Background: an optimization exercise with open tools, aiming at small area. Do not read the settings as production practice.
Function was checked by simulation only, so behaviour that the tests miss may differ from the original.
The clock port is modelled as an ideal driver; clocking choices that lean on that would not hold on a real chip.
Power figures rest on the tool's default switching activity, not on a simulated workload.

==> flow/design.v (excerpt) <==
module audio_top
	#(parameter RESOLUTION = 24, ECHO_DEPTH = 128)
(
	input MCLK,
	input reset,
	input GPIO3,
	input [9:0] SW,
	output GPIO1, GPIO2, GPIO4,
	output [9:0] LEDR
	);
localparam BW = 22;	 
wire [8:0] n;
wire [RESOLUTION-1:0] data_L_in, data_R_in, effects_L_out, effects_R_out;
wire [BW-1:0] push_L, push_R, delayed_L, delayed_R;
wire acc, top;
clock_div clk0 (.clk(MCLK), .reset(reset), .n(n));
assign GPIO2 = ~n[2];	 
assign GPIO1 = ~n[8];	 
wire step = n[7:0] == 8'hff;
wire s0 = step & n[8];
wire s32 = step & ~n[8];
wire p1 = n == 9'd7;
wire p33 = n == 9'd263;
i2s_decode #(.RESOLUTION(RESOLUTION)) dec (.clk(MCLK), .n(n), .data_in(GPIO3),
	.word_L(effects_L_out), .word_R(effects_R_out),
	.data_out_L(data_L_in), .data_out_R(data_R_in), .top(top));
effects #(.RESOLUTION(RESOLUTION), .BW(BW)) eL1 (.clk(MCLK), .ce_step(s32), .ce_flag(s0), .ce_load(p33), .own(n[8]),
	.acc(acc), .sw0(SW[0]), .data_in(data_R_in), .delayed(delayed_L), .push(push_L), .data_out(effects_L_out));
effects #(.RESOLUTION(RESOLUTION), .BW(BW)) eR1 (.clk(MCLK), .ce_step(s0), .ce_flag(s32), .ce_load(p1), .own(~n[8]),
	.acc(acc), .sw0(SW[0]), .data_in(data_L_in), .delayed(delayed_R), .push(push_R), .data_out(effects_R_out));
echo #(.W(2*BW), .DEPTH(ECHO_DEPTH)) dl (.clk(MCLK), .reset(reset), .step(step), .enable(SW[1]), .n(n[7:0]),
	.push({push_L, push_R}), .delayed({delayed_L, delayed_R}), .acc(acc));
i2s_encode enc (.clk(MCLK), .n(n), .top(top), .data_out(GPIO4));
assign LEDR[9:1] = data_L_in[RESOLUTION-2:RESOLUTION-10];
assign LEDR[0] = data_L_in[0];
endmodule
Size: roughly 6,600 cells after synthesis, roughly 5,800 flip-flops, ~26 I/O pins, ~120,000 µm² of cells after synthesis.
==> flow/config.mk <==
export PLATFORM = sky130hd
export DESIGN_NAME = audio_top
export DESIGN_NICKNAME = audio_top
export VERILOG_FILES = /design/flow/design.v
export SDC_FILE = /design/flow/constraint.sdc
export NUM_CORES = 8
export LEC_CHECK = 0
export CAP_MARGIN = 20
export CORE_MARGIN = 2
export CORE_UTILIZATION = 40
export CTS_CLUSTER_DIAMETER = 80
export CTS_CLUSTER_SIZE = 30
export SLEW_MARGIN = 20
==> flow/constraint.sdc <==
create_clock -name core_clock -period 40.0 [get_ports {MCLK}]
set_input_delay 8.0000 -clock core_clock [delete_from_list [all_inputs] [get_ports {MCLK}]]
set_output_delay 8.0000 -clock core_clock [all_outputs]
set_load 0.01 [all_outputs]
standard.sh (not shown) runs the stock make flow with config.mk's settings and CLKGATE_MAP_FILE= SYNTH_SCRIPT=/design/flow/synth_recipe.tcl, a recipe that flattens the netlist after the stock synthesis.
==> flow/flow/run.sh <==
#!/bin/bash
# The standard layout, with the clock tree built without dummy loads
# (TritonCTS's skew-balancing load cells) and with larger sink clusters.
set -euo pipefail
export CTS_ARGS="-sink_clustering_enable -repair_clock_nets -dont_use_dummy_load -sink_clustering_size 30 -sink_clustering_max_diameter 80"
bash standard.sh > standard.log 2>&1
The starting point finished clean.
Change:
--- a/flow/config.mk
+++ b/flow/config.mk
@@ -9,5 +9,4 @@
 export CORE_MARGIN = 2
-export CORE_UTILIZATION = 40
-export CTS_CLUSTER_DIAMETER = 80
-export CTS_CLUSTER_SIZE = 30
+export CORE_UTILIZATION = 60
+export PLACE_DENSITY = 0.7
 export SLEW_MARGIN = 20
After rerunning:
- The new run produced a clean layout
- via count fell by 1.1%
- total power falls by 0.51%
- clock-buffer cell count goes down by 7
- wire length rose by 2.9%
- clock power came out lower by about 2%
- worst setup slack gets worse by 0.31 ns
- core utilization went up by 21 points
Change:
==> flow/flow/run.sh (replaced) <==
#!/bin/bash
# The standard layout, except for the clock tree: TritonCTS builds it without
# dummy loads and with the sink clusters below, then flow/leafsize.tcl gives
# each leaf clock buffer the smallest size that keeps the slew at its
# flip-flop clock pins at or below LEAF_SLEW_TARGET.
set -euo pipefail
export CTS_ARGS="-sink_clustering_enable -repair_clock_nets -dont_use_dummy_load -buf_list sky130_fd_sc_hd__clkbuf_8 -sink_clustering_size 20 -sink_clustering_max_diameter 60"
export POST_CTS_TCL="$(pwd)/flow/leafsize.tcl"
export LEAF_SLEW_TARGET=0.12
bash standard.sh > standard.log 2>&1
==> flow/flow/leafsize.tcl (new file) <==
# Resize each leaf clock buffer (one that drives flip-flop clock pins) to the
# smallest clkbuf that keeps the slew at its flip-flop clock pins at or below
# LEAF_SLEW_TARGET (ns), then legalise the placement again.
proc leaf_worst_slew {pins} {
  set w 0.0
  foreach p $pins {
    foreach a {min max} { foreach e {rise fall} {
      set s [get_property $p slew_${a}_$e]
      if {$s > $w} { set w $s }
    }}
  }
  return $w
}
set target $::env(LEAF_SLEW_TARGET)
set sizes {sky130_fd_sc_hd__clkbuf_2 sky130_fd_sc_hd__clkbuf_4 sky130_fd_sc_hd__clkbuf_8 sky130_fd_sc_hd__clkbuf_16}
estimate_parasitics -placement
set nleaf 0
set changed 0
foreach inst [[ord::get_db_block] getInsts] {
  set m [[$inst getMaster] getName]
  if {![string match sky130_fd_sc_hd__clkbuf_* $m]} continue
  set onet [[$inst findITerm X] getNet]
  if {$onet eq "NULL"} continue
  set pins {}
  set leaf 1
  foreach it [$onet getITerms] {
    if {![$it isInputSignal] && ![$it isClocked]} { if {[$it getInst] eq $inst} continue }
    if {[$it getInst] eq $inst} continue
    set mt [$it getMTerm]
    if {[$mt getName] ne "CLK"} { set leaf 0; break }
    lappend pins [get_pins [[$it getInst] getName]/CLK]
  }
  if {!$leaf || [llength $pins] == 0} continue
  incr nleaf
  set name [$inst getName]
  set chosen $m
  foreach sz $sizes {
    replace_cell [get_cells $name] $sz
    if {[leaf_worst_slew $pins] <= $target} { set chosen $sz; break }
    set chosen $sz
  }
  if {$chosen ne $m} { incr changed }
}
puts "leafsize: $nleaf leaf buffers, $changed resized"
detailed_placement
check_placement -verbose
--- a/flow/config.mk
+++ b/flow/config.mk
@@ -9,4 +9,3 @@
 export CORE_MARGIN = 2
-export CORE_UTILIZATION = 60
-export PLACE_DENSITY = 0.7
+export CORE_UTILIZATION = 40
 export SLEW_MARGIN = 20
Power goes down by about 2.8%. Wire length decreases by 1.5%. Hold slack gets worse by 0.020 ns. Synthesized cell count does not change.

-- what the ideal ports hide --
In the flow no input, the clock included, has a driving cell. The finished layouts below were timed again as built, in two steps. Step 1, drivers: a clkbuf_16 drives MCLK and a buf_2 each remaining input, both assumed. Step 2 also shifts input and output timing later by t, the mid clock arrival at the registers, as if the neighbouring blocks saw the same clock. a / b / c = ideal / step 1 / step 2; a / b = the first two.
| run | t (ns) | setup WS [ns] | hold WS [ns] | worst slew at a driven data input, ns |
|---|---|---|---|---|
| the first run | 0.926 | 28.487 / 28.510 / 27.584 | 0.224 / 0.224 / 0.224 | 0.13 |
| the second run | 0.893 | 28.180 / 28.241 / 27.348 | 0.244 / 0.244 / 0.244 | 0.03 |
| the third run | 1.051 | 28.563 / 28.578 / 27.526 | 0.224 / 0.224 / 0.224 | 0.13 |
After both steps setup and hold are still met in every run listed. For the third run, which loses most, drivers alone change the setup slack by +0.015 ns; drivers and shift together by -1.037 ns.
